This design comes from an exercise in tuning for small area, a short achievable clock period and few clock cycles per item on the open sky130 flow, not from production work. No functional check of the RTL was part of any run shown here.

## flow/design.v (module list and top-level ports; edited modules follow where they fit)
// module ysyx_22040228multiplier: 674 lines
// module ysyx_22040228multiplier_csa: 554 lines
// module ysyx_22040228multiplier_add: 439 lines
module ysyx_22040228multiplier (
    input  wire        clk,
    input  wire        rst,
    input  wire        mult_ready,
    input  wire [7:0]  inst_opcode,
    input  wire [63:0] mult_op1,
    input  wire [63:0] mult_op2,
    output wire [63:0] product_val,
    output wire        mult_finish
);
  // ...
==> flow/run.sh <==
#!/bin/bash
# synth_recipe.tcl (not shown) runs the flow's synth.tcl, then flattens the netlist and writes it again
# the make line also repeats each setting of config.mk as NAME=value (left out here)
make -C /OpenROAD-flow-scripts/flow DESIGN_CONFIG=/design/flow/config.mk WORK_HOME=/design/flow/orfs CLKGATE_MAP_FILE= SYNTH_SCRIPT=/design/flow/synth_recipe.tcl finish
==> flow/config.mk <==
export PLATFORM = sky130hd
export DESIGN_NAME = ysyx_22040228multiplier
export DESIGN_NICKNAME = ysyx_22040228multiplier
export VERILOG_FILES = /design/flow/design.v
export SDC_FILE = /design/flow/constraint.sdc
export NUM_CORES = 4
export LEC_CHECK = 0
export CAP_MARGIN = 20
export CORE_MARGIN = 2
export CORE_UTILIZATION = 40
export PLACE_DENSITY = 0.6
export SETUP_SLACK_MARGIN = 1.4
export SLEW_MARGIN = 20
==> flow/constraint.sdc <==
create_clock -name core_clock -period 6.5 [get_ports {clk}]
set_input_delay 1.3000 -clock core_clock [delete_from_list [all_inputs] [get_ports {clk}]]
set_output_delay 1.3000 -clock core_clock [all_outputs]
set_load 0.01 [all_outputs]
==> metrics.cfg, run 1 <==
[status]
outcome = no timing/DRC/antenna violations

[global_routing]
use_met1 = 0.4027
grt_util_met2 = 0.4536

[cts]
cts-buffers-inserted = 17

[synth]
average_cell_area_after_synthesis_um2 = 8.109
ys_seq_elements = 186
yosys.cell_count.top_type = xnor2_1
synth_area_um2 = 27840

[worst_hold_path]
holdPathEnd = busy

[sta]
finalSetupViolations = 0
fin_hold_ws_ps = 473.4
unrepaired_setup_endpoints_after_global_routing = yes

[placed_design]
dpl-instance-area_um2 = 30420
dp_hpwl_um = 83680

[layout]
final.clkbuf_count = 17
flow.area_growth_from_synthesis_pct = 16.37
nFillCells = 6775
multi_input_area_share = 0.7193
final_common_cell = xnor2_1
non_clock_buffer_area_share = 0.09745
drive_above_1_share = 0.1323
multi_input_gates = 2885
layout.area.top_class = multi-input gates
final_nets = 3824
nNonClkInverters = 79
biggestRegsByFlops = v (73), mc_r (65), enc_r (12)
final_antenna_diode_count = 0

[setup_path]
critical_path_cell_count = 16
worst_ep_required_time_ps = 5200
crit_path_end = product_val[17]
path_class = reg -> out
crit_path_frequent_cell = ha_4
ff2ff_setup_slack_ps = 1800

[detailed_routing]
detailroute.via_count = 27530
route.antenna.remaining_nets = 0
detail_route.wirelength_um = 108100

[floorplanning]
tap-cell-count = 931
coreArea_um2 = 68710

==> inputs of run 2 (changes only) <==
==> flow/design.v (replaced) <==
module ysyx_22040228multiplier (
    input  wire        clk,
    input  wire        rst,
    input  wire        mult_ready,
    input  wire [7:0]  inst_opcode,
    input  wire [63:0] mult_op1,
    input  wire [63:0] mult_op2,
    output wire [63:0] product_val,
    output wire        mult_finish
);
    localparam K  = 8;                 
    localparam ND = 4;                 
    localparam G  = 9;                 
    localparam GW = 4;                 
    localparam W  = 73;                
    localparam XW = 74;                
    localparam NB = 9;                 
    wire op_mul    = (inst_opcode == 8'b00001110);
    wire op_mulh   = (inst_opcode == 8'b00011100);
    wire op_mulhsu = (inst_opcode == 8'b00111000);
    wire op_mulhu  = (inst_opcode == 8'b01110000);
    wire op_mulw   = (inst_opcode == 8'b11100000);
    wire pw        = inst_opcode[7];                       
    wire lowmode   = inst_opcode[7] | ~inst_opcode[4];     
    wire sa        = ~inst_opcode[6] | inst_opcode[7];     
    wire sb        = ~inst_opcode[5] | inst_opcode[7];     
    wire [64:0] a65 = pw ? {{33{mult_op1[31]}}, mult_op1[31:0]} : {sa & mult_op1[63], mult_op1};
    wire [64:0] b65 = pw ? {{33{mult_op2[31]}}, mult_op2[31:0]} : {sb & mult_op2[63], mult_op2};
    function [G-1:0] fitv;
        input [63:0] o;
        input        w;      
        input        sg;     
        integer g, i;
        reg [G-1:0] f64, fu, f32;
        reg o64, z64, o32, z32;
        begin
            o64 = 1'b1; z64 = 1'b1; o32 = 1'b1; z32 = 1'b1;
            for (g = G; g >= 1; g = g - 1) begin
                for (i = 0; i < 64; i = i + 1)
                    if (i >= g * K - 1 && i <= g * K + K - 2) begin
                        o64 = o64 & o[i];
                        z64 = z64 & ~o[i];
                        if (i < 32) begin
                            o32 = o32 & o[i];
                            z32 = z32 & ~o[i];
                        end
                    end
                f64[g-1] = o64 | z64;
                fu[g-1]  = z64;
                f32[g-1] = o32 | z32;
            end
            fitv = w ? f32 : (sg ? f64 : fu);
        end
    endfunction
    wire [G-1:0] fits_a = fitv(mult_op1, pw, sa);
    wire [G-1:0] fits_b = fitv(mult_op2, pw, sb);
    wire [G-1:0] top_a = fits_a & ~{fits_a[G-2:0], 1'b0};
    wire [G-1:0] top_b = fits_b & ~{fits_b[G-2:0], 1'b0};
    wire swap = |(fits_a & ~fits_b);
    wire [64:0] mc = swap ? b65 : a65;
    wire [XW-1:0] ax = {{(XW-66){a65[64]}}, a65, 1'b0};
    wire [XW-1:0] bx = {{(XW-66){b65[64]}}, b65, 1'b0};
    reg  [K:0]    ga_top, gb_top;
    reg  [GW-1:0] na_m1, nb_m1;
    integer i;
    always @(*) begin
        ga_top = {(K+1){1'b0}};
        gb_top = {(K+1){1'b0}};
        na_m1  = {GW{1'b0}};
        nb_m1  = {GW{1'b0}};
        for (i = 0; i < G; i = i + 1) begin
            ga_top = ga_top | ({(K+1){top_a[i]}} & ax[i*K +: K+1]);
            gb_top = gb_top | ({(K+1){top_b[i]}} & bx[i*K +: K+1]);
            na_m1  = na_m1 | ({GW{top_a[i]}} & i[GW-1:0]);
            nb_m1  = nb_m1 | ({GW{top_b[i]}} & i[GW-1:0]);
        end
    end
    wire [GW-1:0] nm1 = swap ? na_m1 : nb_m1;
    wire [GW-1:0] first_idx = lowmode ? nm1 : {GW{1'b0}};
    reg swap_r;
    wire [XW-1:0] mpx = swap_r ? ax : bx;
    function [K:0] grp;
        input [GW-1:0] g;
        integer j;
        begin
            grp = {(K+1){1'b0}};
            for (j = 0; j < G; j = j + 1)
                if (g == j) grp = mpx[j*K +: K+1];
        end
    endfunction
    function [3*ND-1:0] benc;
        input [K:0] b;
        integer j;
        reg [2:0] t;
        begin
            for (j = 0; j < ND; j = j + 1) begin
                t = b[2*j +: 3];
                benc[3*j+2] = t[2];
                benc[3*j+1] = (t[2] ^ t[1]) & ~(t[1] ^ t[0]);
                benc[3*j]   = t[1] ^ t[0];
            end
        end
    endfunction
    reg          busy;      
    reg          stepping;  
    reg          resolve;   
    reg          fin;
    reg          lsb;       
    reg          o_lo, o_w, o_hi;   
    reg [GW-1:0] cur;       
    reg [GW-1:0] last_r;    
    reg [3*ND-1:0] enc_r;
    reg [64:0]   mc_r;
    reg [W-1:0]  v;
    reg [NB-1:0] pc;
    wire start = mult_ready & ~busy;
    wire is_last = lsb ? (cur == last_r) : (cur == {GW{1'b0}});
    wire [GW-1:0] nxt = lsb ? cur + 1'b1 : cur - 1'b1;
    always @(posedge clk) begin
        if (rst) begin
            busy     <= 1'b0;
            stepping <= 1'b0;
            resolve  <= 1'b0;
            fin      <= 1'b0;
        end else if (start) begin
            busy     <= 1'b1;
            stepping <= 1'b1;
            resolve  <= 1'b0;
            fin      <= 1'b0;
        end else if (fin | ~mult_ready) begin
            busy     <= 1'b0;
            stepping <= 1'b0;
            resolve  <= 1'b0;
            fin      <= 1'b0;
        end else begin
            stepping <= stepping & ~is_last;
            resolve  <= 1'b0;
            fin      <= stepping & is_last;
        end
    end
    always @(posedge clk) begin
        mc_r   <= mc;
        swap_r <= swap;
        if (start) begin
            o_lo   <= op_mul;
            o_w    <= op_mulw;
            o_hi   <= op_mulh | op_mulhsu | op_mulhu;
            lsb    <= ~lowmode;
            cur    <= first_idx;
            last_r <= nm1;
            enc_r  <= swap ? (lowmode ? benc(ga_top) : benc(ax[K:0]))
                           : (lowmode ? benc(gb_top) : benc(bx[K:0]));
        end else begin
            cur    <= nxt;
            enc_r  <= benc(grp(nxt));
        end
    end
    reg  [66*ND-1:0] rows;
    reg  [ND-1:0]    ng;
    reg  [65:0]      sel;
    integer d;
    always @(*) begin
        for (d = 0; d < ND; d = d + 1) begin
            sel = ({66{enc_r[3*d]}} & {mc_r[64], mc_r}) | ({66{enc_r[3*d+1]}} & {mc_r, 1'b0});
            sel = sel ^ {66{enc_r[3*d+2]}};
            rows[66*d +: 66] = {~sel[65], sel[64:0]};
            ng[d] = enc_r[3*d+2];
        end
    end
    reg xl, xm, xf;
    always @(posedge clk) begin
        xl <= ~start & lsb;
        xm <= ~start & ~lsb;
        xf <= start;
    end
    localparam [W-1:0] BETA = {{(W-65){1'b0}}, 1'b1, 64'd0};
    wire [W-1:0] x = ({W{xl}} & {{K{1'b0}}, v[W-1:K]}) |
                     ({W{xm}} & {v[W-1-K:0], {K{1'b0}}}) |
                     ({W{xf}} & BETA);
    wire [NB-1:0] cin = ({NB{xl}} & {1'b0, pc[NB-1:1]}) |
                        ({NB{xm}} & {pc[NB-2:0], 1'b0});
    wire e = xl & pc[0] & (&v[K-1:0]);
    wire [W-1:0] cs_s, cs_c;
    wire q0s = 1'b1 ^ cin[8];
    wire q0c = 1'b1 & cin[8];
    wire q1s = cin[0] ^ x[0];
    wire q1c = cin[0] & x[0];
    wire q2s = x[4] ^ ng[2];
    wire q2c = x[4] & ng[2];
    wire q3s = x[5] ^ rows[5];
    wire q3c = x[5] & rows[5];
    wire q4s = x[6] ^ ng[3] ^ rows[6];
    wire q4c = (x[6] & ng[3]) | (x[6] & rows[6]) | (ng[3] & rows[6]);
    wire q5s = rows[70] ^ rows[134];
    wire q5c = rows[70] & rows[134];
    wire q6s = x[7] ^ rows[7] ^ rows[71];
    wire q6c = (x[7] & rows[7]) | (x[7] & rows[71]) | (rows[7] & rows[71]);
    wire q7s = rows[135] ^ rows[199];
    wire q7c = rows[135] & rows[199];
    wire q8s = cin[1] ^ x[8] ^ rows[8];
    wire q8c = (cin[1] & x[8]) | (cin[1] & rows[8]) | (x[8] & rows[8]);
    wire q9s = rows[72] ^ rows[136] ^ rows[200];
    wire q9c = (rows[72] & rows[136]) | (rows[72] & rows[200]) | (rows[136] & rows[200]);
    wire q10s = x[9] ^ rows[9] ^ rows[73];
    wire q10c = (x[9] & rows[9]) | (x[9] & rows[73]) | (rows[9] & rows[73]);
    wire q11s = rows[137] ^ rows[201];
    wire q11c = rows[137] & rows[201];
    wire q12s = x[10] ^ rows[10] ^ rows[74];
    wire q12c = (x[10] & rows[10]) | (x[10] & rows[74]) | (rows[10] & rows[74]);
    wire q13s = rows[138] ^ rows[202];
    wire q13c = rows[138] & rows[202];
    wire q14s = x[11] ^ rows[11] ^ rows[75];
    wire q14c = (x[11] & rows[11]) | (x[11] & rows[75]) | (rows[11] & rows[75]);
    wire q15s = rows[139] ^ rows[203];
    wire q15c = rows[139] & rows[203];
    wire q16s = x[12] ^ rows[12] ^ rows[76];
    wire q16c = (x[12] & rows[12]) | (x[12] & rows[76]) | (rows[12] & rows[76]);
    wire q17s = rows[140] ^ rows[204];
    wire q17c = rows[140] & rows[204];
    wire q18s = x[13] ^ rows[13] ^ rows[77];
    wire q18c = (x[13] & rows[13]) | (x[13] & rows[77]) | (rows[13] & rows[77]);
    wire q19s = rows[141] ^ rows[205];
    wire q19c = rows[141] & rows[205];
    wire q20s = x[14] ^ rows[14] ^ rows[78];
    wire q20c = (x[14] & rows[14]) | (x[14] & rows[78]) | (rows[14] & rows[78]);
    wire q21s = rows[142] ^ rows[206];
    wire q21c = rows[142] & rows[206];
    wire q22s = x[15] ^ rows[15] ^ rows[79];
    wire q22c = (x[15] & rows[15]) | (x[15] & rows[79]) | (rows[15] & rows[79]);
    wire q23s = rows[143] ^ rows[207];
    wire q23c = rows[143] & rows[207];
    wire q24s = cin[2] ^ x[16] ^ rows[16];
    wire q24c = (cin[2] & x[16]) | (cin[2] & rows[16]) | (x[16] & rows[16]);
    wire q25s = rows[80] ^ rows[144] ^ rows[208];
    wire q25c = (rows[80] & rows[144]) | (rows[80] & rows[208]) | (rows[144] & rows[208]);
    wire q26s = x[17] ^ rows[17] ^ rows[81];
    wire q26c = (x[17] & rows[17]) | (x[17] & rows[81]) | (rows[17] & rows[81]);
    wire q27s = rows[145] ^ rows[209];
    wire q27c = rows[145] & rows[209];
    wire q28s = x[18] ^ rows[18] ^ rows[82];
    wire q28c = (x[18] & rows[18]) | (x[18] & rows[82]) | (rows[18] & rows[82]);
    wire q29s = rows[146] ^ rows[210];
    wire q29c = rows[146] & rows[210];
    wire q30s = x[19] ^ rows[19] ^ rows[83];
    wire q30c = (x[19] & rows[19]) | (x[19] & rows[83]) | (rows[19] & rows[83]);
    wire q31s = rows[147] ^ rows[211];
    wire q31c = rows[147] & rows[211];
    wire q32s = x[20] ^ rows[20] ^ rows[84];
    wire q32c = (x[20] & rows[20]) | (x[20] & rows[84]) | (rows[20] & rows[84]);
    wire q33s = rows[148] ^ rows[212];
    wire q33c = rows[148] & rows[212];
    wire q34s = x[21] ^ rows[21] ^ rows[85];
    wire q34c = (x[21] & rows[21]) | (x[21] & rows[85]) | (rows[21] & rows[85]);
    wire q35s = rows[149] ^ rows[213];
    wire q35c = rows[149] & rows[213];
    wire q36s = x[22] ^ rows[22] ^ rows[86];
    wire q36c = (x[22] & rows[22]) | (x[22] & rows[86]) | (rows[22] & rows[86]);
    wire q37s = rows[150] ^ rows[214];
    wire q37c = rows[150] & rows[214];
    wire q38s = x[23] ^ rows[23] ^ rows[87];
    wire q38c = (x[23] & rows[23]) | (x[23] & rows[87]) | (rows[23] & rows[87]);
    wire q39s = rows[151] ^ rows[215];
    wire q39c = rows[151] & rows[215];
    wire q40s = cin[3] ^ x[24] ^ rows[24];
    wire q40c = (cin[3] & x[24]) | (cin[3] & rows[24]) | (x[24] & rows[24]);
    wire q41s = rows[88] ^ rows[152] ^ rows[216];
    wire q41c = (rows[88] & rows[152]) | (rows[88] & rows[216]) | (rows[152] & rows[216]);
    wire q42s = x[25] ^ rows[25] ^ rows[89];
    wire q42c = (x[25] & rows[25]) | (x[25] & rows[89]) | (rows[25] & rows[89]);
    wire q43s = rows[153] ^ rows[217];
    wire q43c = rows[153] & rows[217];
    wire q44s = x[26] ^ rows[26] ^ rows[90];
    wire q44c = (x[26] & rows[26]) | (x[26] & rows[90]) | (rows[26] & rows[90]);
    wire q45s = rows[154] ^ rows[218];
    wire q45c = rows[154] & rows[218];
    wire q46s = x[27] ^ rows[27] ^ rows[91];
    wire q46c = (x[27] & rows[27]) | (x[27] & rows[91]) | (rows[27] & rows[91]);
    wire q47s = rows[155] ^ rows[219];
    wire q47c = rows[155] & rows[219];
    wire q48s = x[28] ^ rows[28] ^ rows[92];
    wire q48c = (x[28] & rows[28]) | (x[28] & rows[92]) | (rows[28] & rows[92]);
    wire q49s = rows[156] ^ rows[220];
    wire q49c = rows[156] & rows[220];
    wire q50s = x[29] ^ rows[29] ^ rows[93];
    wire q50c = (x[29] & rows[29]) | (x[29] & rows[93]) | (rows[29] & rows[93]);
    wire q51s = rows[157] ^ rows[221];
    wire q51c = rows[157] & rows[221];
    wire q52s = x[30] ^ rows[30] ^ rows[94];
    wire q52c = (x[30] & rows[30]) | (x[30] & rows[94]) | (rows[30] & rows[94]);
    wire q53s = rows[158] ^ rows[222];
    wire q53c = rows[158] & rows[222];
    wire q54s = x[31] ^ rows[31] ^ rows[95];
    wire q54c = (x[31] & rows[31]) | (x[31] & rows[95]) | (rows[31] & rows[95]);
    wire q55s = rows[159] ^ rows[223];
    wire q55c = rows[159] & rows[223];
    wire q56s = cin[4] ^ x[32] ^ rows[32];
    wire q56c = (cin[4] & x[32]) | (cin[4] & rows[32]) | (x[32] & rows[32]);
    wire q57s = rows[96] ^ rows[160] ^ rows[224];
    wire q57c = (rows[96] & rows[160]) | (rows[96] & rows[224]) | (rows[160] & rows[224]);
    wire q58s = x[33] ^ rows[33] ^ rows[97];
    wire q58c = (x[33] & rows[33]) | (x[33] & rows[97]) | (rows[33] & rows[97]);
    wire q59s = rows[161] ^ rows[225];
    wire q59c = rows[161] & rows[225];
    wire q60s = x[34] ^ rows[34] ^ rows[98];
    wire q60c = (x[34] & rows[34]) | (x[34] & rows[98]) | (rows[34] & rows[98]);
    wire q61s = rows[162] ^ rows[226];
    wire q61c = rows[162] & rows[226];
    wire q62s = x[35] ^ rows[35] ^ rows[99];
    wire q62c = (x[35] & rows[35]) | (x[35] & rows[99]) | (rows[35] & rows[99]);
    wire q63s = rows[163] ^ rows[227];
    wire q63c = rows[163] & rows[227];
    wire q64s = x[36] ^ rows[36] ^ rows[100];
    wire q64c = (x[36] & rows[36]) | (x[36] & rows[100]) | (rows[36] & rows[100]);
    wire q65s = rows[164] ^ rows[228];
    wire q65c = rows[164] & rows[228];
    wire q66s = x[37] ^ rows[37] ^ rows[101];
    wire q66c = (x[37] & rows[37]) | (x[37] & rows[101]) | (rows[37] & rows[101]);
    wire q67s = rows[165] ^ rows[229];
    wire q67c = rows[165] & rows[229];
    wire q68s = x[38] ^ rows[38] ^ rows[102];
    wire q68c = (x[38] & rows[38]) | (x[38] & rows[102]) | (rows[38] & rows[102]);
    wire q69s = rows[166] ^ rows[230];
    wire q69c = rows[166] & rows[230];
    wire q70s = x[39] ^ rows[39] ^ rows[103];
    wire q70c = (x[39] & rows[39]) | (x[39] & rows[103]) | (rows[39] & rows[103]);
    wire q71s = rows[167] ^ rows[231];
    wire q71c = rows[167] & rows[231];
    wire q72s = cin[5] ^ x[40] ^ rows[40];
    wire q72c = (cin[5] & x[40]) | (cin[5] & rows[40]) | (x[40] & rows[40]);
    wire q73s = rows[104] ^ rows[168] ^ rows[232];
    wire q73c = (rows[104] & rows[168]) | (rows[104] & rows[232]) | (rows[168] & rows[232]);
    wire q74s = x[41] ^ rows[41] ^ rows[105];
    wire q74c = (x[41] & rows[41]) | (x[41] & rows[105]) | (rows[41] & rows[105]);
    wire q75s = rows[169] ^ rows[233];
    wire q75c = rows[169] & rows[233];
    wire q76s = x[42] ^ rows[42] ^ rows[106];
    wire q76c = (x[42] & rows[42]) | (x[42] & rows[106]) | (rows[42] & rows[106]);
    wire q77s = rows[170] ^ rows[234];
    wire q77c = rows[170] & rows[234];
    wire q78s = x[43] ^ rows[43] ^ rows[107];
    wire q78c = (x[43] & rows[43]) | (x[43] & rows[107]) | (rows[43] & rows[107]);
    wire q79s = rows[171] ^ rows[235];
    wire q79c = rows[171] & rows[235];
    wire q80s = x[44] ^ rows[44] ^ rows[108];
    wire q80c = (x[44] & rows[44]) | (x[44] & rows[108]) | (rows[44] & rows[108]);
    wire q81s = rows[172] ^ rows[236];
    wire q81c = rows[172] & rows[236];
    wire q82s = x[45] ^ rows[45] ^ rows[109];
    wire q82c = (x[45] & rows[45]) | (x[45] & rows[109]) | (rows[45] & rows[109]);
    wire q83s = rows[173] ^ rows[237];
    wire q83c = rows[173] & rows[237];
    wire q84s = x[46] ^ rows[46] ^ rows[110];
    wire q84c = (x[46] & rows[46]) | (x[46] & rows[110]) | (rows[46] & rows[110]);
    wire q85s = rows[174] ^ rows[238];
    wire q85c = rows[174] & rows[238];
    wire q86s = x[47] ^ rows[47] ^ rows[111];
    wire q86c = (x[47] & rows[47]) | (x[47] & rows[111]) | (rows[47] & rows[111]);
    wire q87s = rows[175] ^ rows[239];
    wire q87c = rows[175] & rows[239];
    wire q88s = cin[6] ^ x[48] ^ rows[48];
    wire q88c = (cin[6] & x[48]) | (cin[6] & rows[48]) | (x[48] & rows[48]);
    wire q89s = rows[112] ^ rows[176] ^ rows[240];
    wire q89c = (rows[112] & rows[176]) | (rows[112] & rows[240]) | (rows[176] & rows[240]);
    wire q90s = x[49] ^ rows[49] ^ rows[113];
    wire q90c = (x[49] & rows[49]) | (x[49] & rows[113]) | (rows[49] & rows[113]);
    wire q91s = rows[177] ^ rows[241];
    wire q91c = rows[177] & rows[241];
    wire q92s = x[50] ^ rows[50] ^ rows[114];
    wire q92c = (x[50] & rows[50]) | (x[50] & rows[114]) | (rows[50] & rows[114]);
    wire q93s = rows[178] ^ rows[242];
    wire q93c = rows[178] & rows[242];
    wire q94s = x[51] ^ rows[51] ^ rows[115];
    wire q94c = (x[51] & rows[51]) | (x[51] & rows[115]) | (rows[51] & rows[115]);
    wire q95s = rows[179] ^ rows[243];
    wire q95c = rows[179] & rows[243];
    wire q96s = x[52] ^ rows[52] ^ rows[116];
    wire q96c = (x[52] & rows[52]) | (x[52] & rows[116]) | (rows[52] & rows[116]);
    wire q97s = rows[180] ^ rows[244];
    wire q97c = rows[180] & rows[244];
    wire q98s = x[53] ^ rows[53] ^ rows[117];
    wire q98c = (x[53] & rows[53]) | (x[53] & rows[117]) | (rows[53] & rows[117]);
    wire q99s = rows[181] ^ rows[245];
    wire q99c = rows[181] & rows[245];
    wire q100s = x[54] ^ rows[54] ^ rows[118];
    wire q100c = (x[54] & rows[54]) | (x[54] & rows[118]) | (rows[54] & rows[118]);
    wire q101s = rows[182] ^ rows[246];
    wire q101c = rows[182] & rows[246];
    wire q102s = x[55] ^ rows[55] ^ rows[119];
    wire q102c = (x[55] & rows[55]) | (x[55] & rows[119]) | (rows[55] & rows[119]);
    wire q103s = rows[183] ^ rows[247];
    wire q103c = rows[183] & rows[247];
    wire q104s = cin[7] ^ x[56] ^ rows[56];
    wire q104c = (cin[7] & x[56]) | (cin[7] & rows[56]) | (x[56] & rows[56]);
    wire q105s = rows[120] ^ rows[184] ^ rows[248];
    wire q105c = (rows[120] & rows[184]) | (rows[120] & rows[248]) | (rows[184] & rows[248]);
    wire q106s = x[57] ^ rows[57] ^ rows[121];
    wire q106c = (x[57] & rows[57]) | (x[57] & rows[121]) | (rows[57] & rows[121]);
    wire q107s = rows[185] ^ rows[249];
    wire q107c = rows[185] & rows[249];
    wire q108s = x[58] ^ rows[58] ^ rows[122];
    wire q108c = (x[58] & rows[58]) | (x[58] & rows[122]) | (rows[58] & rows[122]);
    wire q109s = rows[186] ^ rows[250];
    wire q109c = rows[186] & rows[250];
    wire q110s = x[59] ^ rows[59] ^ rows[123];
    wire q110c = (x[59] & rows[59]) | (x[59] & rows[123]) | (rows[59] & rows[123]);
    wire q111s = rows[187] ^ rows[251];
    wire q111c = rows[187] & rows[251];
    wire q112s = x[60] ^ rows[60] ^ rows[124];
    wire q112c = (x[60] & rows[60]) | (x[60] & rows[124]) | (rows[60] & rows[124]);
    wire q113s = rows[188] ^ rows[252];
    wire q113c = rows[188] & rows[252];
    wire q114s = x[61] ^ rows[61] ^ rows[125];
    wire q114c = (x[61] & rows[61]) | (x[61] & rows[125]) | (rows[61] & rows[125]);
    wire q115s = rows[189] ^ rows[253];
    wire q115c = rows[189] & rows[253];
    wire q116s = x[62] ^ rows[62] ^ rows[126];
    wire q116c = (x[62] & rows[62]) | (x[62] & rows[126]) | (rows[62] & rows[126]);
    wire q117s = rows[190] ^ rows[254];
    wire q117c = rows[190] & rows[254];
    wire q118s = x[63] ^ rows[63] ^ rows[127];
    wire q118c = (x[63] & rows[63]) | (x[63] & rows[127]) | (rows[63] & rows[127]);
    wire q119s = rows[191] ^ rows[255];
    wire q119c = rows[191] & rows[255];
    wire q120s = x[64] ^ rows[64] ^ rows[128];
    wire q120c = (x[64] & rows[64]) | (x[64] & rows[128]) | (rows[64] & rows[128]);
    wire q121s = rows[192] ^ rows[256] ^ q0s;
    wire q121c = (rows[192] & rows[256]) | (rows[192] & q0s) | (rows[256] & q0s);
    wire q122s = x[65] ^ rows[65] ^ rows[129];
    wire q122c = (x[65] & rows[65]) | (x[65] & rows[129]) | (rows[65] & rows[129]);
    wire q123s = rows[193] ^ rows[257] ^ q0c;
    wire q123c = (rows[193] & rows[257]) | (rows[193] & q0c) | (rows[257] & q0c);
    wire q124s = 1'b1 ^ x[66] ^ rows[130];
    wire q124c = (1'b1 & x[66]) | (1'b1 & rows[130]) | (x[66] & rows[130]);
    wire q125s = rows[194] ^ rows[258];
    wire q125c = rows[194] & rows[258];
    wire q126s = x[67] ^ rows[131] ^ rows[195];
    wire q126c = (x[67] & rows[131]) | (x[67] & rows[195]) | (rows[131] & rows[195]);
    wire q127s = 1'b1 ^ x[68];
    wire q127c = 1'b1 & x[68];
    wire q128s = e ^ ng[0];
    wire q128c = e & ng[0];
    wire q129s = x[1] ^ rows[1];
    wire q129c = x[1] & rows[1];
    wire q130s = x[2] ^ ng[1] ^ rows[2];
    wire q130c = (x[2] & ng[1]) | (x[2] & rows[2]) | (ng[1] & rows[2]);
    wire q131s = x[3] ^ rows[3];
    wire q131c = x[3] & rows[3];
    wire q132s = rows[4] ^ rows[68] ^ rows[132];
    wire q132c = (rows[4] & rows[68]) | (rows[4] & rows[132]) | (rows[68] & rows[132]);
    wire q133s = rows[69] ^ rows[133] ^ q2c;
    wire q133c = (rows[69] & rows[133]) | (rows[69] & q2c) | (rows[133] & q2c);
    wire q134s = rows[198] ^ q3c ^ q4s;
    wire q134c = (rows[198] & q3c) | (rows[198] & q4s) | (q3c & q4s);
    wire q135s = q4c ^ q5c ^ q6s;
    wire q135c = (q4c & q5c) | (q4c & q6s) | (q5c & q6s);
    wire q136s = q6c ^ q7c ^ q8s;
    wire q136c = (q6c & q7c) | (q6c & q8s) | (q7c & q8s);
    wire q137s = q8c ^ q9c ^ q10s;
    wire q137c = (q8c & q9c) | (q8c & q10s) | (q9c & q10s);
    wire q138s = q10c ^ q11c ^ q12s;
    wire q138c = (q10c & q11c) | (q10c & q12s) | (q11c & q12s);
    wire q139s = q12c ^ q13c ^ q14s;
    wire q139c = (q12c & q13c) | (q12c & q14s) | (q13c & q14s);
    wire q140s = q14c ^ q15c ^ q16s;
    wire q140c = (q14c & q15c) | (q14c & q16s) | (q15c & q16s);
    wire q141s = q16c ^ q17c ^ q18s;
    wire q141c = (q16c & q17c) | (q16c & q18s) | (q17c & q18s);
    wire q142s = q18c ^ q19c ^ q20s;
    wire q142c = (q18c & q19c) | (q18c & q20s) | (q19c & q20s);
    wire q143s = q20c ^ q21c ^ q22s;
    wire q143c = (q20c & q21c) | (q20c & q22s) | (q21c & q22s);
    wire q144s = q22c ^ q23c ^ q24s;
    wire q144c = (q22c & q23c) | (q22c & q24s) | (q23c & q24s);
    wire q145s = q24c ^ q25c ^ q26s;
    wire q145c = (q24c & q25c) | (q24c & q26s) | (q25c & q26s);
    wire q146s = q26c ^ q27c ^ q28s;
    wire q146c = (q26c & q27c) | (q26c & q28s) | (q27c & q28s);
    wire q147s = q28c ^ q29c ^ q30s;
    wire q147c = (q28c & q29c) | (q28c & q30s) | (q29c & q30s);
    wire q148s = q30c ^ q31c ^ q32s;
    wire q148c = (q30c & q31c) | (q30c & q32s) | (q31c & q32s);
    wire q149s = q32c ^ q33c ^ q34s;
    wire q149c = (q32c & q33c) | (q32c & q34s) | (q33c & q34s);
    wire q150s = q34c ^ q35c ^ q36s;
    wire q150c = (q34c & q35c) | (q34c & q36s) | (q35c & q36s);
    wire q151s = q36c ^ q37c ^ q38s;
    wire q151c = (q36c & q37c) | (q36c & q38s) | (q37c & q38s);
    wire q152s = q38c ^ q39c ^ q40s;
    wire q152c = (q38c & q39c) | (q38c & q40s) | (q39c & q40s);
    wire q153s = q40c ^ q41c ^ q42s;
    wire q153c = (q40c & q41c) | (q40c & q42s) | (q41c & q42s);
    wire q154s = q42c ^ q43c ^ q44s;
    wire q154c = (q42c & q43c) | (q42c & q44s) | (q43c & q44s);
    wire q155s = q44c ^ q45c ^ q46s;
    wire q155c = (q44c & q45c) | (q44c & q46s) | (q45c & q46s);
    wire q156s = q46c ^ q47c ^ q48s;
    wire q156c = (q46c & q47c) | (q46c & q48s) | (q47c & q48s);
    wire q157s = q48c ^ q49c ^ q50s;
    wire q157c = (q48c & q49c) | (q48c & q50s) | (q49c & q50s);
    wire q158s = q50c ^ q51c ^ q52s;
    wire q158c = (q50c & q51c) | (q50c & q52s) | (q51c & q52s);
    wire q159s = q52c ^ q53c ^ q54s;
    wire q159c = (q52c & q53c) | (q52c & q54s) | (q53c & q54s);
    wire q160s = q54c ^ q55c ^ q56s;
    wire q160c = (q54c & q55c) | (q54c & q56s) | (q55c & q56s);
    wire q161s = q56c ^ q57c ^ q58s;
    wire q161c = (q56c & q57c) | (q56c & q58s) | (q57c & q58s);
    wire q162s = q58c ^ q59c ^ q60s;
    wire q162c = (q58c & q59c) | (q58c & q60s) | (q59c & q60s);
    wire q163s = q60c ^ q61c ^ q62s;
    wire q163c = (q60c & q61c) | (q60c & q62s) | (q61c & q62s);
    wire q164s = q62c ^ q63c ^ q64s;
    wire q164c = (q62c & q63c) | (q62c & q64s) | (q63c & q64s);
    wire q165s = q64c ^ q65c ^ q66s;
    wire q165c = (q64c & q65c) | (q64c & q66s) | (q65c & q66s);
    wire q166s = q66c ^ q67c ^ q68s;
    wire q166c = (q66c & q67c) | (q66c & q68s) | (q67c & q68s);
    wire q167s = q68c ^ q69c ^ q70s;
    wire q167c = (q68c & q69c) | (q68c & q70s) | (q69c & q70s);
    wire q168s = q70c ^ q71c ^ q72s;
    wire q168c = (q70c & q71c) | (q70c & q72s) | (q71c & q72s);
    wire q169s = q72c ^ q73c ^ q74s;
    wire q169c = (q72c & q73c) | (q72c & q74s) | (q73c & q74s);
    wire q170s = q74c ^ q75c ^ q76s;
    wire q170c = (q74c & q75c) | (q74c & q76s) | (q75c & q76s);
    wire q171s = q76c ^ q77c ^ q78s;
    wire q171c = (q76c & q77c) | (q76c & q78s) | (q77c & q78s);
    wire q172s = q78c ^ q79c ^ q80s;
    wire q172c = (q78c & q79c) | (q78c & q80s) | (q79c & q80s);
    wire q173s = q80c ^ q81c ^ q82s;
    wire q173c = (q80c & q81c) | (q80c & q82s) | (q81c & q82s);
    wire q174s = q82c ^ q83c ^ q84s;
    wire q174c = (q82c & q83c) | (q82c & q84s) | (q83c & q84s);
    wire q175s = q84c ^ q85c ^ q86s;
    wire q175c = (q84c & q85c) | (q84c & q86s) | (q85c & q86s);
    wire q176s = q86c ^ q87c ^ q88s;
    wire q176c = (q86c & q87c) | (q86c & q88s) | (q87c & q88s);
    wire q177s = q88c ^ q89c ^ q90s;
    wire q177c = (q88c & q89c) | (q88c & q90s) | (q89c & q90s);
    wire q178s = q90c ^ q91c ^ q92s;
    wire q178c = (q90c & q91c) | (q90c & q92s) | (q91c & q92s);
    wire q179s = q92c ^ q93c ^ q94s;
    wire q179c = (q92c & q93c) | (q92c & q94s) | (q93c & q94s);
    wire q180s = q94c ^ q95c ^ q96s;
    wire q180c = (q94c & q95c) | (q94c & q96s) | (q95c & q96s);
    wire q181s = q96c ^ q97c ^ q98s;
    wire q181c = (q96c & q97c) | (q96c & q98s) | (q97c & q98s);
    wire q182s = q98c ^ q99c ^ q100s;
    wire q182c = (q98c & q99c) | (q98c & q100s) | (q99c & q100s);
    wire q183s = q100c ^ q101c ^ q102s;
    wire q183c = (q100c & q101c) | (q100c & q102s) | (q101c & q102s);
    wire q184s = q102c ^ q103c ^ q104s;
    wire q184c = (q102c & q103c) | (q102c & q104s) | (q103c & q104s);
    wire q185s = q104c ^ q105c ^ q106s;
    wire q185c = (q104c & q105c) | (q104c & q106s) | (q105c & q106s);
    wire q186s = q106c ^ q107c ^ q108s;
    wire q186c = (q106c & q107c) | (q106c & q108s) | (q107c & q108s);
    wire q187s = q108c ^ q109c ^ q110s;
    wire q187c = (q108c & q109c) | (q108c & q110s) | (q109c & q110s);
    wire q188s = q110c ^ q111c ^ q112s;
    wire q188c = (q110c & q111c) | (q110c & q112s) | (q111c & q112s);
    wire q189s = q112c ^ q113c ^ q114s;
    wire q189c = (q112c & q113c) | (q112c & q114s) | (q113c & q114s);
    wire q190s = q114c ^ q115c ^ q116s;
    wire q190c = (q114c & q115c) | (q114c & q116s) | (q115c & q116s);
    wire q191s = q116c ^ q117c ^ q118s;
    wire q191c = (q116c & q117c) | (q116c & q118s) | (q117c & q118s);
    wire q192s = q118c ^ q119c ^ q120s;
    wire q192c = (q118c & q119c) | (q118c & q120s) | (q119c & q120s);
    wire q193s = q120c ^ q121c ^ q122s;
    wire q193c = (q120c & q121c) | (q120c & q122s) | (q121c & q122s);
    wire q194s = q122c ^ q123c ^ q124s;
    wire q194c = (q122c & q123c) | (q122c & q124s) | (q123c & q124s);
    wire q195s = rows[259] ^ q124c ^ q125c;
    wire q195c = (rows[259] & q124c) | (rows[259] & q125c) | (q124c & q125c);
    wire q196s = rows[196] ^ rows[260] ^ q126c;
    wire q196c = (rows[196] & rows[260]) | (rows[196] & q126c) | (rows[260] & q126c);
    wire q197s = x[69] ^ rows[197] ^ rows[261];
    wire q197c = (x[69] & rows[197]) | (x[69] & rows[261]) | (rows[197] & rows[261]);
    wire q198s = 1'b1 ^ x[70];
    wire q198c = 1'b1 & x[70];
    wire q199s = rows[0] ^ q1s;
    wire q199c = rows[0] & q1s;
    wire q200s = q1c ^ q128c ^ q129s;
    wire q200c = (q1c & q128c) | (q1c & q129s) | (q128c & q129s);
    wire q201s = rows[66] ^ q129c ^ q130s;
    wire q201c = (rows[66] & q129c) | (rows[66] & q130s) | (q129c & q130s);
    wire q202s = rows[67] ^ q130c ^ q131s;
    wire q202c = (rows[67] & q130c) | (rows[67] & q131s) | (q130c & q131s);
    wire q203s = q2s ^ q131c ^ q132s;
    wire q203c = (q2s & q131c) | (q2s & q132s) | (q131c & q132s);
    wire q204s = q3s ^ q132c ^ q133s;
    wire q204c = (q3s & q132c) | (q3s & q133s) | (q132c & q133s);
    wire q205s = q5s ^ q133c ^ q134s;
    wire q205c = (q5s & q133c) | (q5s & q134s) | (q133c & q134s);
    wire q206s = q7s ^ q134c ^ q135s;
    wire q206c = (q7s & q134c) | (q7s & q135s) | (q134c & q135s);
    wire q207s = q9s ^ q135c ^ q136s;
    wire q207c = (q9s & q135c) | (q9s & q136s) | (q135c & q136s);
    wire q208s = q11s ^ q136c ^ q137s;
    wire q208c = (q11s & q136c) | (q11s & q137s) | (q136c & q137s);
    wire q209s = q13s ^ q137c ^ q138s;
    wire q209c = (q13s & q137c) | (q13s & q138s) | (q137c & q138s);
    wire q210s = q15s ^ q138c ^ q139s;
    wire q210c = (q15s & q138c) | (q15s & q139s) | (q138c & q139s);
    wire q211s = q17s ^ q139c ^ q140s;
    wire q211c = (q17s & q139c) | (q17s & q140s) | (q139c & q140s);
    wire q212s = q19s ^ q140c ^ q141s;
    wire q212c = (q19s & q140c) | (q19s & q141s) | (q140c & q141s);
    wire q213s = q21s ^ q141c ^ q142s;
    wire q213c = (q21s & q141c) | (q21s & q142s) | (q141c & q142s);
    wire q214s = q23s ^ q142c ^ q143s;
    wire q214c = (q23s & q142c) | (q23s & q143s) | (q142c & q143s);
    wire q215s = q25s ^ q143c ^ q144s;
    wire q215c = (q25s & q143c) | (q25s & q144s) | (q143c & q144s);
    wire q216s = q27s ^ q144c ^ q145s;
    wire q216c = (q27s & q144c) | (q27s & q145s) | (q144c & q145s);
    wire q217s = q29s ^ q145c ^ q146s;
    wire q217c = (q29s & q145c) | (q29s & q146s) | (q145c & q146s);
    wire q218s = q31s ^ q146c ^ q147s;
    wire q218c = (q31s & q146c) | (q31s & q147s) | (q146c & q147s);
    wire q219s = q33s ^ q147c ^ q148s;
    wire q219c = (q33s & q147c) | (q33s & q148s) | (q147c & q148s);
    wire q220s = q35s ^ q148c ^ q149s;
    wire q220c = (q35s & q148c) | (q35s & q149s) | (q148c & q149s);
    wire q221s = q37s ^ q149c ^ q150s;
    wire q221c = (q37s & q149c) | (q37s & q150s) | (q149c & q150s);
    wire q222s = q39s ^ q150c ^ q151s;
    wire q222c = (q39s & q150c) | (q39s & q151s) | (q150c & q151s);
    wire q223s = q41s ^ q151c ^ q152s;
    wire q223c = (q41s & q151c) | (q41s & q152s) | (q151c & q152s);
    wire q224s = q43s ^ q152c ^ q153s;
    wire q224c = (q43s & q152c) | (q43s & q153s) | (q152c & q153s);
    wire q225s = q45s ^ q153c ^ q154s;
    wire q225c = (q45s & q153c) | (q45s & q154s) | (q153c & q154s);
    wire q226s = q47s ^ q154c ^ q155s;
    wire q226c = (q47s & q154c) | (q47s & q155s) | (q154c & q155s);
    wire q227s = q49s ^ q155c ^ q156s;
    wire q227c = (q49s & q155c) | (q49s & q156s) | (q155c & q156s);
    wire q228s = q51s ^ q156c ^ q157s;
    wire q228c = (q51s & q156c) | (q51s & q157s) | (q156c & q157s);
    wire q229s = q53s ^ q157c ^ q158s;
    wire q229c = (q53s & q157c) | (q53s & q158s) | (q157c & q158s);
    wire q230s = q55s ^ q158c ^ q159s;
    wire q230c = (q55s & q158c) | (q55s & q159s) | (q158c & q159s);
    wire q231s = q57s ^ q159c ^ q160s;
    wire q231c = (q57s & q159c) | (q57s & q160s) | (q159c & q160s);
    wire q232s = q59s ^ q160c ^ q161s;
    wire q232c = (q59s & q160c) | (q59s & q161s) | (q160c & q161s);
    wire q233s = q61s ^ q161c ^ q162s;
    wire q233c = (q61s & q161c) | (q61s & q162s) | (q161c & q162s);
    wire q234s = q63s ^ q162c ^ q163s;
    wire q234c = (q63s & q162c) | (q63s & q163s) | (q162c & q163s);
    wire q235s = q65s ^ q163c ^ q164s;
    wire q235c = (q65s & q163c) | (q65s & q164s) | (q163c & q164s);
    wire q236s = q67s ^ q164c ^ q165s;
    wire q236c = (q67s & q164c) | (q67s & q165s) | (q164c & q165s);
    wire q237s = q69s ^ q165c ^ q166s;
    wire q237c = (q69s & q165c) | (q69s & q166s) | (q165c & q166s);
    wire q238s = q71s ^ q166c ^ q167s;
    wire q238c = (q71s & q166c) | (q71s & q167s) | (q166c & q167s);
    wire q239s = q73s ^ q167c ^ q168s;
    wire q239c = (q73s & q167c) | (q73s & q168s) | (q167c & q168s);
    wire q240s = q75s ^ q168c ^ q169s;
    wire q240c = (q75s & q168c) | (q75s & q169s) | (q168c & q169s);
    wire q241s = q77s ^ q169c ^ q170s;
    wire q241c = (q77s & q169c) | (q77s & q170s) | (q169c & q170s);
    wire q242s = q79s ^ q170c ^ q171s;
    wire q242c = (q79s & q170c) | (q79s & q171s) | (q170c & q171s);
    wire q243s = q81s ^ q171c ^ q172s;
    wire q243c = (q81s & q171c) | (q81s & q172s) | (q171c & q172s);
    wire q244s = q83s ^ q172c ^ q173s;
    wire q244c = (q83s & q172c) | (q83s & q173s) | (q172c & q173s);
    wire q245s = q85s ^ q173c ^ q174s;
    wire q245c = (q85s & q173c) | (q85s & q174s) | (q173c & q174s);
    wire q246s = q87s ^ q174c ^ q175s;
    wire q246c = (q87s & q174c) | (q87s & q175s) | (q174c & q175s);
    wire q247s = q89s ^ q175c ^ q176s;
    wire q247c = (q89s & q175c) | (q89s & q176s) | (q175c & q176s);
    wire q248s = q91s ^ q176c ^ q177s;
    wire q248c = (q91s & q176c) | (q91s & q177s) | (q176c & q177s);
    wire q249s = q93s ^ q177c ^ q178s;
    wire q249c = (q93s & q177c) | (q93s & q178s) | (q177c & q178s);
    wire q250s = q95s ^ q178c ^ q179s;
    wire q250c = (q95s & q178c) | (q95s & q179s) | (q178c & q179s);
    wire q251s = q97s ^ q179c ^ q180s;
    wire q251c = (q97s & q179c) | (q97s & q180s) | (q179c & q180s);
    wire q252s = q99s ^ q180c ^ q181s;
    wire q252c = (q99s & q180c) | (q99s & q181s) | (q180c & q181s);
    wire q253s = q101s ^ q181c ^ q182s;
    wire q253c = (q101s & q181c) | (q101s & q182s) | (q181c & q182s);
    wire q254s = q103s ^ q182c ^ q183s;
    wire q254c = (q103s & q182c) | (q103s & q183s) | (q182c & q183s);
    wire q255s = q105s ^ q183c ^ q184s;
    wire q255c = (q105s & q183c) | (q105s & q184s) | (q183c & q184s);
    wire q256s = q107s ^ q184c ^ q185s;
    wire q256c = (q107s & q184c) | (q107s & q185s) | (q184c & q185s);
    wire q257s = q109s ^ q185c ^ q186s;
    wire q257c = (q109s & q185c) | (q109s & q186s) | (q185c & q186s);
    wire q258s = q111s ^ q186c ^ q187s;
    wire q258c = (q111s & q186c) | (q111s & q187s) | (q186c & q187s);
    wire q259s = q113s ^ q187c ^ q188s;
    wire q259c = (q113s & q187c) | (q113s & q188s) | (q187c & q188s);
    wire q260s = q115s ^ q188c ^ q189s;
    wire q260c = (q115s & q188c) | (q115s & q189s) | (q188c & q189s);
    wire q261s = q117s ^ q189c ^ q190s;
    wire q261c = (q117s & q189c) | (q117s & q190s) | (q189c & q190s);
    wire q262s = q119s ^ q190c ^ q191s;
    wire q262c = (q119s & q190c) | (q119s & q191s) | (q190c & q191s);
    wire q263s = q121s ^ q191c ^ q192s;
    wire q263c = (q121s & q191c) | (q121s & q192s) | (q191c & q192s);
    wire q264s = q123s ^ q192c ^ q193s;
    wire q264c = (q123s & q192c) | (q123s & q193s) | (q192c & q193s);
    wire q265s = q125s ^ q193c ^ q194s;
    wire q265c = (q125s & q193c) | (q125s & q194s) | (q193c & q194s);
    wire q266s = q126s ^ q194c ^ q195s;
    wire q266c = (q126s & q194c) | (q126s & q195s) | (q194c & q195s);
    wire q267s = q127s ^ q195c ^ q196s;
    wire q267c = (q127s & q195c) | (q127s & q196s) | (q195c & q196s);
    wire q268s = q127c ^ q196c ^ q197s;
    wire q268c = (q127c & q196c) | (q127c & q197s) | (q196c & q197s);
    wire q269s = rows[262] ^ q197c ^ q198s;
    wire q269c = (rows[262] & q197c) | (rows[262] & q198s) | (q197c & q198s);
    wire q270s = x[71] ^ rows[263] ^ q198c;
    wire q270c = (x[71] & rows[263]) | (x[71] & q198c) | (rows[263] & q198c);
    assign cs_s = {x[72], q269c, q268c, q267c, q266c, q265c, q264c, q263c, q262c, q261c, q260c, q259c, q258c, q257c, q256c, q255c, q254c, q253c, q252c, q251c, q250c, q249c, q248c, q247c, q246c, q245c, q244c, q243c, q242c, q241c, q240c, q239c, q238c, q237c, q236c, q235c, q234c, q233c, q232c, q231c, q230c, q229c, q228c, q227c, q226c, q225c, q224c, q223c, q222c, q221c, q220c, q219c, q218c, q217c, q216c, q215c, q214c, q213c, q212c, q211c, q210c, q209c, q208c, q207c, q206c, q205c, q204c, q203c, q202c, q201c, q200c, q199c, q128s};
    assign cs_c = {q270c, q270s, q269s, q268s, q267s, q266s, q265s, q264s, q263s, q262s, q261s, q260s, q259s, q258s, q257s, q256s, q255s, q254s, q253s, q252s, q251s, q250s, q249s, q248s, q247s, q246s, q245s, q244s, q243s, q242s, q241s, q240s, q239s, q238s, q237s, q236s, q235s, q234s, q233s, q232s, q231s, q230s, q229s, q228s, q227s, q226s, q225s, q224s, q223s, q222s, q221s, q220s, q219s, q218s, q217s, q216s, q215s, q214s, q213s, q212s, q211s, q210s, q209s, q208s, q207s, q206s, q205s, q204s, q203s, q202s, q201s, q200s, q199s};
    wire [W-1:0]  bs;
    wire [NB-1:0] bco;
    assign {bco[0], bs[7:0]} = {1'b0, cs_s[7:0]} + {1'b0, cs_c[7:0]};
    assign {bco[1], bs[15:8]} = {1'b0, cs_s[15:8]} + {1'b0, cs_c[15:8]};
    assign {bco[2], bs[23:16]} = {1'b0, cs_s[23:16]} + {1'b0, cs_c[23:16]};
    assign {bco[3], bs[31:24]} = {1'b0, cs_s[31:24]} + {1'b0, cs_c[31:24]};
    assign {bco[4], bs[39:32]} = {1'b0, cs_s[39:32]} + {1'b0, cs_c[39:32]};
    assign {bco[5], bs[47:40]} = {1'b0, cs_s[47:40]} + {1'b0, cs_c[47:40]};
    assign {bco[6], bs[55:48]} = {1'b0, cs_s[55:48]} + {1'b0, cs_c[55:48]};
    assign {bco[7], bs[63:56]} = {1'b0, cs_s[63:56]} + {1'b0, cs_c[63:56]};
    assign {bco[8], bs[72:64]} = {1'b0, cs_s[72:64]} + {1'b0, cs_c[72:64]};
    always @(posedge clk) begin
        v  <= bs;
        pc <= {bco[NB-2:0], 1'b0};
    end
    ysyx_22040228multiplier_out u_out (
        .v(v), .pc(pc), .last(last_r), .o_lo(o_lo), .o_w(o_w), .o_hi(o_hi),
        .product_val(product_val));
    assign mult_finish = fin;
endmodule
module ysyx_22040228multiplier_out (
    input  wire [72:0] v,
    input  wire [8:0] pc,
    input  wire [3:0] last,
    input  wire        o_lo,
    input  wire        o_w,
    input  wire        o_hi,
    output wire [63:0] product_val
);
    localparam W = 73;
    localparam NB = 9;
    wire [W-1:0] r;
    wire [NB-1:0] rg, rp, rc;    
    wire ra1 = &v[15:8];
    wire rb1 = &v[15:9];
    assign rg[1] = pc[1] & ra1;
    assign rp[1] = pc[1] ? rb1 : ra1;
    wire ra2 = &v[23:16];
    wire rb2 = &v[23:17];
    assign rg[2] = pc[2] & ra2;
    assign rp[2] = pc[2] ? rb2 : ra2;
    wire ra3 = &v[31:24];
    wire rb3 = &v[31:25];
    assign rg[3] = pc[3] & ra3;
    assign rp[3] = pc[3] ? rb3 : ra3;
    wire ra4 = &v[39:32];
    wire rb4 = &v[39:33];
    assign rg[4] = pc[4] & ra4;
    assign rp[4] = pc[4] ? rb4 : ra4;
    wire ra5 = &v[47:40];
    wire rb5 = &v[47:41];
    assign rg[5] = pc[5] & ra5;
    assign rp[5] = pc[5] ? rb5 : ra5;
    wire ra6 = &v[55:48];
    wire rb6 = &v[55:49];
    assign rg[6] = pc[6] & ra6;
    assign rp[6] = pc[6] ? rb6 : ra6;
    wire ra7 = &v[63:56];
    wire rb7 = &v[63:57];
    assign rg[7] = pc[7] & ra7;
    assign rp[7] = pc[7] ? rb7 : ra7;
    wire ra8 = &v[72:64];
    wire rb8 = &v[72:65];
    assign rg[8] = pc[8] & ra8;
    assign rp[8] = pc[8] ? rb8 : ra8;
    assign rg[0] = 1'b0;
    assign rp[0] = 1'b0;
    wire rG0 = rg[1] | (rp[1] & rg[0]);
    wire rP0 = rp[1] & rp[0];
    wire rG1 = rg[3] | (rp[3] & rg[2]);
    wire rP1 = rp[3] & rp[2];
    wire rG2 = rg[5] | (rp[5] & rg[4]);
    wire rP2 = rp[5] & rp[4];
    wire rG3 = rg[7] | (rp[7] & rg[6]);
    wire rP3 = rp[7] & rp[6];
    wire rG4 = rg[2] | (rp[2] & rG0);
    wire rP4 = rp[2] & rP0;
    wire rG5 = rG1 | (rP1 & rG0);
    wire rP5 = rP1 & rP0;
    wire rG6 = rg[6] | (rp[6] & rG2);
    wire rP6 = rp[6] & rP2;
    wire rG7 = rG3 | (rP3 & rG2);
    wire rP7 = rP3 & rP2;
    wire rG8 = rg[4] | (rp[4] & rG5);
    wire rP8 = rp[4] & rP5;
    wire rG9 = rG2 | (rP2 & rG5);
    wire rP9 = rP2 & rP5;
    wire rG10 = rG6 | (rP6 & rG5);
    wire rP10 = rP6 & rP5;
    wire rG11 = rG7 | (rP7 & rG5);
    wire rP11 = rP7 & rP5;
    wire rG12 = rg[8] | (rp[8] & rG11);
    wire rP12 = rp[8] & rP11;
    assign rc = {rG11, rG10, rG9, rG8, rG5, rG4, rG0, rg[0], 1'b0};
    assign r[0] = v[0];
    assign r[1] = v[1];
    assign r[2] = v[2];
    assign r[3] = v[3];
    assign r[4] = v[4];
    assign r[5] = v[5];
    assign r[6] = v[6];
    assign r[7] = v[7];
    wire ri1_1 = pc[1] ^ rc[1];    
    wire ri2_1 = pc[1] & rc[1];    
    assign r[8] = v[8] ^ ri1_1;
    assign r[9] = v[9] ^ ((ri1_1 & v[8]) | (ri2_1 & 1'b1));
    assign r[10] = v[10] ^ ((ri1_1 & &v[9:8]) | (ri2_1 & v[9]));
    assign r[11] = v[11] ^ ((ri1_1 & &v[10:8]) | (ri2_1 & &v[10:9]));
    assign r[12] = v[12] ^ ((ri1_1 & &v[11:8]) | (ri2_1 & &v[11:9]));
    assign r[13] = v[13] ^ ((ri1_1 & &v[12:8]) | (ri2_1 & &v[12:9]));
    assign r[14] = v[14] ^ ((ri1_1 & &v[13:8]) | (ri2_1 & &v[13:9]));
    assign r[15] = v[15] ^ ((ri1_1 & &v[14:8]) | (ri2_1 & &v[14:9]));
    wire ri1_2 = pc[2] ^ rc[2];    
    wire ri2_2 = pc[2] & rc[2];    
    assign r[16] = v[16] ^ ri1_2;
    assign r[17] = v[17] ^ ((ri1_2 & v[16]) | (ri2_2 & 1'b1));
    assign r[18] = v[18] ^ ((ri1_2 & &v[17:16]) | (ri2_2 & v[17]));
    assign r[19] = v[19] ^ ((ri1_2 & &v[18:16]) | (ri2_2 & &v[18:17]));
    assign r[20] = v[20] ^ ((ri1_2 & &v[19:16]) | (ri2_2 & &v[19:17]));
    assign r[21] = v[21] ^ ((ri1_2 & &v[20:16]) | (ri2_2 & &v[20:17]));
    assign r[22] = v[22] ^ ((ri1_2 & &v[21:16]) | (ri2_2 & &v[21:17]));
    assign r[23] = v[23] ^ ((ri1_2 & &v[22:16]) | (ri2_2 & &v[22:17]));
    wire ri1_3 = pc[3] ^ rc[3];    
    wire ri2_3 = pc[3] & rc[3];    
    assign r[24] = v[24] ^ ri1_3;
    assign r[25] = v[25] ^ ((ri1_3 & v[24]) | (ri2_3 & 1'b1));
    assign r[26] = v[26] ^ ((ri1_3 & &v[25:24]) | (ri2_3 & v[25]));
    assign r[27] = v[27] ^ ((ri1_3 & &v[26:24]) | (ri2_3 & &v[26:25]));
    assign r[28] = v[28] ^ ((ri1_3 & &v[27:24]) | (ri2_3 & &v[27:25]));
    assign r[29] = v[29] ^ ((ri1_3 & &v[28:24]) | (ri2_3 & &v[28:25]));
    assign r[30] = v[30] ^ ((ri1_3 & &v[29:24]) | (ri2_3 & &v[29:25]));
    assign r[31] = v[31] ^ ((ri1_3 & &v[30:24]) | (ri2_3 & &v[30:25]));
    wire ri1_4 = pc[4] ^ rc[4];    
    wire ri2_4 = pc[4] & rc[4];    
    assign r[32] = v[32] ^ ri1_4;
    assign r[33] = v[33] ^ ((ri1_4 & v[32]) | (ri2_4 & 1'b1));
    assign r[34] = v[34] ^ ((ri1_4 & &v[33:32]) | (ri2_4 & v[33]));
    assign r[35] = v[35] ^ ((ri1_4 & &v[34:32]) | (ri2_4 & &v[34:33]));
    assign r[36] = v[36] ^ ((ri1_4 & &v[35:32]) | (ri2_4 & &v[35:33]));
    assign r[37] = v[37] ^ ((ri1_4 & &v[36:32]) | (ri2_4 & &v[36:33]));
    assign r[38] = v[38] ^ ((ri1_4 & &v[37:32]) | (ri2_4 & &v[37:33]));
    assign r[39] = v[39] ^ ((ri1_4 & &v[38:32]) | (ri2_4 & &v[38:33]));
    wire ri1_5 = pc[5] ^ rc[5];    
    wire ri2_5 = pc[5] & rc[5];    
    assign r[40] = v[40] ^ ri1_5;
    assign r[41] = v[41] ^ ((ri1_5 & v[40]) | (ri2_5 & 1'b1));
    assign r[42] = v[42] ^ ((ri1_5 & &v[41:40]) | (ri2_5 & v[41]));
    assign r[43] = v[43] ^ ((ri1_5 & &v[42:40]) | (ri2_5 & &v[42:41]));
    assign r[44] = v[44] ^ ((ri1_5 & &v[43:40]) | (ri2_5 & &v[43:41]));
    assign r[45] = v[45] ^ ((ri1_5 & &v[44:40]) | (ri2_5 & &v[44:41]));
    assign r[46] = v[46] ^ ((ri1_5 & &v[45:40]) | (ri2_5 & &v[45:41]));
    assign r[47] = v[47] ^ ((ri1_5 & &v[46:40]) | (ri2_5 & &v[46:41]));
    wire ri1_6 = pc[6] ^ rc[6];    
    wire ri2_6 = pc[6] & rc[6];    
    assign r[48] = v[48] ^ ri1_6;
    assign r[49] = v[49] ^ ((ri1_6 & v[48]) | (ri2_6 & 1'b1));
    assign r[50] = v[50] ^ ((ri1_6 & &v[49:48]) | (ri2_6 & v[49]));
    assign r[51] = v[51] ^ ((ri1_6 & &v[50:48]) | (ri2_6 & &v[50:49]));
    assign r[52] = v[52] ^ ((ri1_6 & &v[51:48]) | (ri2_6 & &v[51:49]));
    assign r[53] = v[53] ^ ((ri1_6 & &v[52:48]) | (ri2_6 & &v[52:49]));
    assign r[54] = v[54] ^ ((ri1_6 & &v[53:48]) | (ri2_6 & &v[53:49]));
    assign r[55] = v[55] ^ ((ri1_6 & &v[54:48]) | (ri2_6 & &v[54:49]));
    wire ri1_7 = pc[7] ^ rc[7];    
    wire ri2_7 = pc[7] & rc[7];    
    assign r[56] = v[56] ^ ri1_7;
    assign r[57] = v[57] ^ ((ri1_7 & v[56]) | (ri2_7 & 1'b1));
    assign r[58] = v[58] ^ ((ri1_7 & &v[57:56]) | (ri2_7 & v[57]));
    assign r[59] = v[59] ^ ((ri1_7 & &v[58:56]) | (ri2_7 & &v[58:57]));
    assign r[60] = v[60] ^ ((ri1_7 & &v[59:56]) | (ri2_7 & &v[59:57]));
    assign r[61] = v[61] ^ ((ri1_7 & &v[60:56]) | (ri2_7 & &v[60:57]));
    assign r[62] = v[62] ^ ((ri1_7 & &v[61:56]) | (ri2_7 & &v[61:57]));
    assign r[63] = v[63] ^ ((ri1_7 & &v[62:56]) | (ri2_7 & &v[62:57]));
    wire ri1_8 = pc[8] ^ rc[8];    
    wire ri2_8 = pc[8] & rc[8];    
    assign r[64] = v[64] ^ ri1_8;
    assign r[65] = v[65] ^ ((ri1_8 & v[64]) | (ri2_8 & 1'b1));
    assign r[66] = v[66] ^ ((ri1_8 & &v[65:64]) | (ri2_8 & v[65]));
    assign r[67] = v[67] ^ ((ri1_8 & &v[66:64]) | (ri2_8 & &v[66:65]));
    assign r[68] = v[68] ^ ((ri1_8 & &v[67:64]) | (ri2_8 & &v[67:65]));
    assign r[69] = v[69] ^ ((ri1_8 & &v[68:64]) | (ri2_8 & &v[68:65]));
    assign r[70] = v[70] ^ ((ri1_8 & &v[69:64]) | (ri2_8 & &v[69:65]));
    assign r[71] = v[71] ^ ((ri1_8 & &v[70:64]) | (ri2_8 & &v[70:65]));
    assign r[72] = v[72] ^ ((ri1_8 & &v[71:64]) | (ri2_8 & &v[71:65]));
    wire [W-1:0] t = {~r[W-1], r[W-2:0]};
    wire [63:0] ash0 = {{55{t[W-1]}}, t[W-1:64]};
    wire [63:0] ash1 = {{47{t[W-1]}}, t[W-1:56]};
    wire [63:0] ash2 = {{39{t[W-1]}}, t[W-1:48]};
    wire [63:0] ash3 = {{31{t[W-1]}}, t[W-1:40]};
    wire [63:0] ash4 = {{23{t[W-1]}}, t[W-1:32]};
    wire [63:0] ash5 = {{15{t[W-1]}}, t[W-1:24]};
    wire [63:0] ash6 = {{7{t[W-1]}}, t[W-1:16]};
    wire [63:0] ash7 = t[71:8];
    wire [63:0] ash8 = t[63:0];
    reg  [63:0] hi;
    always @(*) begin
        case (last)
            4'd0: hi = ash0;
            4'd1: hi = ash1;
            4'd2: hi = ash2;
            4'd3: hi = ash3;
            4'd4: hi = ash4;
            4'd5: hi = ash5;
            4'd6: hi = ash6;
            4'd7: hi = ash7;
            4'd8: hi = ash8;
            default: hi = ash0;
        endcase
    end
    assign product_val = ({64{o_lo}} & r[63:0]) |
                         ({64{o_w}}  & {{32{r[31]}}, r[31:0]}) |
                         ({64{o_hi}} & hi);
endmodule
--- a/flow/config.mk
+++ b/flow/config.mk
@@ -4,10 +4,11 @@
 export VERILOG_FILES = /design/flow/design.v
 export SDC_FILE = /design/flow/constraint.sdc
 export NUM_CORES = 4
 export LEC_CHECK = 0
 export CAP_MARGIN = 20
 export CORE_MARGIN = 2
 export CORE_UTILIZATION = 40
 export PLACE_DENSITY = 0.6
-export SETUP_SLACK_MARGIN = 1.4
+export SETUP_SLACK_MARGIN = 1.0
 export SLEW_MARGIN = 20
+export SYNTH_HIERARCHICAL = 1
==> run 2 against run 1 <==
Synthesized cell count shrank 4.0%. Final cell count shrank 3.1%. Maximum frequency shrank 7.0%. Setup slack lost 390 ps. Flip-flop and latch count shrank 9.
==> metrics.cfg, run 2 <==
[cts]
clock_tree.root_cell = clkbuf_16
clk_transition_reported_paths_ps = 80
numClockSinks = 177
insertion_delay_ps = 460
htreeDepth = 4
clock_tree_from_tritoncts = built
cts_max_path_buffers = 2
cts-buffers-inserted = 17  ; unchanged

[status]
outcome = no timing/DRC/antenna violations

[setup_path]
critPathTopFamily = compound AO/OA/AOI/OAI gates
ff2ff_setup_slack_ps = 1630  ; -170 ps
critical_path.endpoint_type = output port
slowest_stage_cell_crit_path = dfxtp_4
crit_path_frequent_cell = buf_12
path_max_fanout = 5
worst_ep_required_time_ps = 5200  ; about the same
cp_slowest_stage_delay_ps = 370
series_of_cell_instances_along_the_critical_path = nand2_1, a2111oi_2, nor2_1, o31ai_4, buf_6, buf_12, o211ai_1, nand3b_1, o21a_1, ha_4, a21oi_4, nor3_2, xnor2_1, buf_4, buf_12, buf_12, o22ai_1, a221o_1, nor3_2, o22ai_1, clkbuf_2
path_buf_inv = 6
regToRegStartpoint = enc_r[4]
worstSetupStartpointType = flop
worst-r2r-cell-count = 18
r2r-end = v[72]
critical_path.startpoint = v[14]
path_class = reg -> out
arrival_time_at_the_worst_endpoint_ps = 4350

[layout]
final_antenna_diode_count = 0  ; unchanged
postLayoutCoreUtil = 0.4749
fin_area_um2 = 32520
final_common_cell = a22oi_1
drive_above_1_share = 0.1513  ; +0.01892
nFillCells = 6704  ; -1.0%
max_ffs_per_register = 73
layout_common_cells = 334 x a22oi_1, 299 x inv_1, 279 x xnor2_1
final_nets = 3938  ; +3.0%
biggestRegsByFlops = v (73), mc_r (65), enc_r (12)
flow.area_growth_from_synthesis_pct = 17.61
regMostFlops = v

[worst_hold_path]
hold_path_class = reg -> reg
hold_sp = busy
holdPathEnd = stepping
worst_hold_path.num_cells = 1

[sta]
hold_viol = 0
finalSetupViolations = 0  ; unchanged
final.setup_skew_ps = 18.52
period_share = 0.8690
slew_violations = 0
unrepaired_setup_endpoints_after_global_routing = yes
finalWorstPathRequiredPeriod_ps = 5649
timing_limited_maximum_frequency_mhz = 177.0
normalized_max_slew_margin = 0.1912
fin_setup_tns_ps = 0
tightestPinTransition_ps = 1209

[global_routing]
grt.total_usage = 0.2926
grt_remaining_overflow = 0
antenna_found_initial = 1
first_pass_grt_wire_length_um = 160200
first_global_vias = 25760
largest_net_degree_at_the_start_of_global_routing = 53

[floorplanning]
start_util = 0.4038
fp.dieH_um = 266.9
die_area_um2 = 71240
die_w_um = 266.9
ios = 204
coreArea_um2 = 68470  ; -0.35%
placement_rows = 96

[detailed_routing]
avgRoutedWirePerCell_um = 24.92
route.antenna.remaining_nets = 0  ; unchanged
detail_route.wirelength_um = 107600  ; -0.42%
route.detailed.vias_per_inst = 6.319
drt_iter0_markers = 3628
post-route-drc-count = 0
detailroute.via_count = 27300  ; -0.85%
drt_first_pass_iters = 8

[run]
max-cap-violations = 0

[synth]
post_synth_inst_count = 3295
synth_area_um2 = 27650  ; -0.69%
synth_fp_nets = 3808
synthesis.yosys.warnings = 8
average_cell_area_after_synthesis_um2 = 8.390  ; +3.5%

[placed_design]
port_buffers = 203
dpl-instance-area_um2 = 30440  ; about the same
gp_congestion = 1.011
dp_hpwl_um = 82860  ; -0.97%

run 2: stage by stage:
stage | instances | hold slack, ps | setup WS, ps
after floorplan | 3295 | 421.1 | 1628
after global placement | 4195 | 428.7 | 521.5
after detailed placement | 4195 | 437.0 | 535.6
after CTS | 4281 | 447.9 | 910.4
after global routing | 4320 | 488.6 | 683.2
final | 4320 | 449.5 | 851.5
run 2: final cells by class:
class / instances / area, um^2 / share of cell area
repair buffers: 399 / 3478 / 0.1070
multi-input cells: 2527 / 22470 / 0.6911
inverters: 303 / 1137 / 0.03498
well taps: 882 / 1104 / 0.03394
clock buffers: 17 / 425.4 / 0.01308
clock inverters: 15 / 173.9 / 0.005349
flip-flops and latches: 177 / 3726 / 0.1146
run 2: timing repair:
action | 4_1_cts | 5_1_grt
setup endpoints to repair | 64 | 63
resized for setup | 194 | 180
pin swaps | 55 | 98
hold buffers | 0 | 0
setup buffers | 54 | 39
run 2: per-layer routing:
metal | up-vias | part of all wire | track usage | routed length, um
met4 | 0 | 0.053 | 0.1442 | 5737
li1 | 12150 | - | - | -
met1 | 13090 | 0.43 | 0.4034 | 45760
met2 | 1727 | 0.43 | 0.4504 | 46480
met3 | 331 | 0.090 | 0.03737 | 9657
met5 | - | 0 | 0 | 0
run 2: worst max-delay path by stage:
| stage | end | cells after the start |
|---|---|---|
| 6_report | product_val[30] | 21 |
| 3_3_place_gp | product_val[20] | 18 |
| 5_1_grt | product_val[30] | 21 |
| 2_1_floorplan | product_val[37] | 15 |
| 3_5_place_dp | product_val[19] | 16 |
| 4_1_cts | product_val[43] | 17 |

[afterwards: timing with drivers on the ports]
Ports are ideal in the flow. The routed layouts listed here were re-timed in OpenROAD.
Step 1 (the two cells are an assumption about what drives the block):
set clk [get_ports {clk}]
set_driving_cell -lib_cell sky130_fd_sc_hd__clkbuf_16 $clk
set_driving_cell -lib_cell sky130_fd_sc_hd__buf_2 [delete_from_list [all_inputs] $clk]
Step 2 adds t to the input delays and takes it off the output delays; t is the mean of the earliest and latest rising clock arrival at the registers after step 1. Input paths then give back, and output paths get back, about the clock's delay inside the block.
a / b / c = no drivers / after step 1 / after step 2; a / b = the first two.
run | t (ns) | setup slack, ns | clock arrival spread, ns | cell pins on the clock port's net
run 1 | 0.551 | 1.245 / 1.183 / 0.974 | 0.018 / 0.018 | 1
run 2 | 0.498 | 0.851 / 0.801 / 0.724 | 0.021 / 0.021 | 1
After both steps setup and hold are still met in every run listed. The setup slack of run 1, which loses most, moves by -0.062 ns with the drivers and by -0.271 ns with both steps.
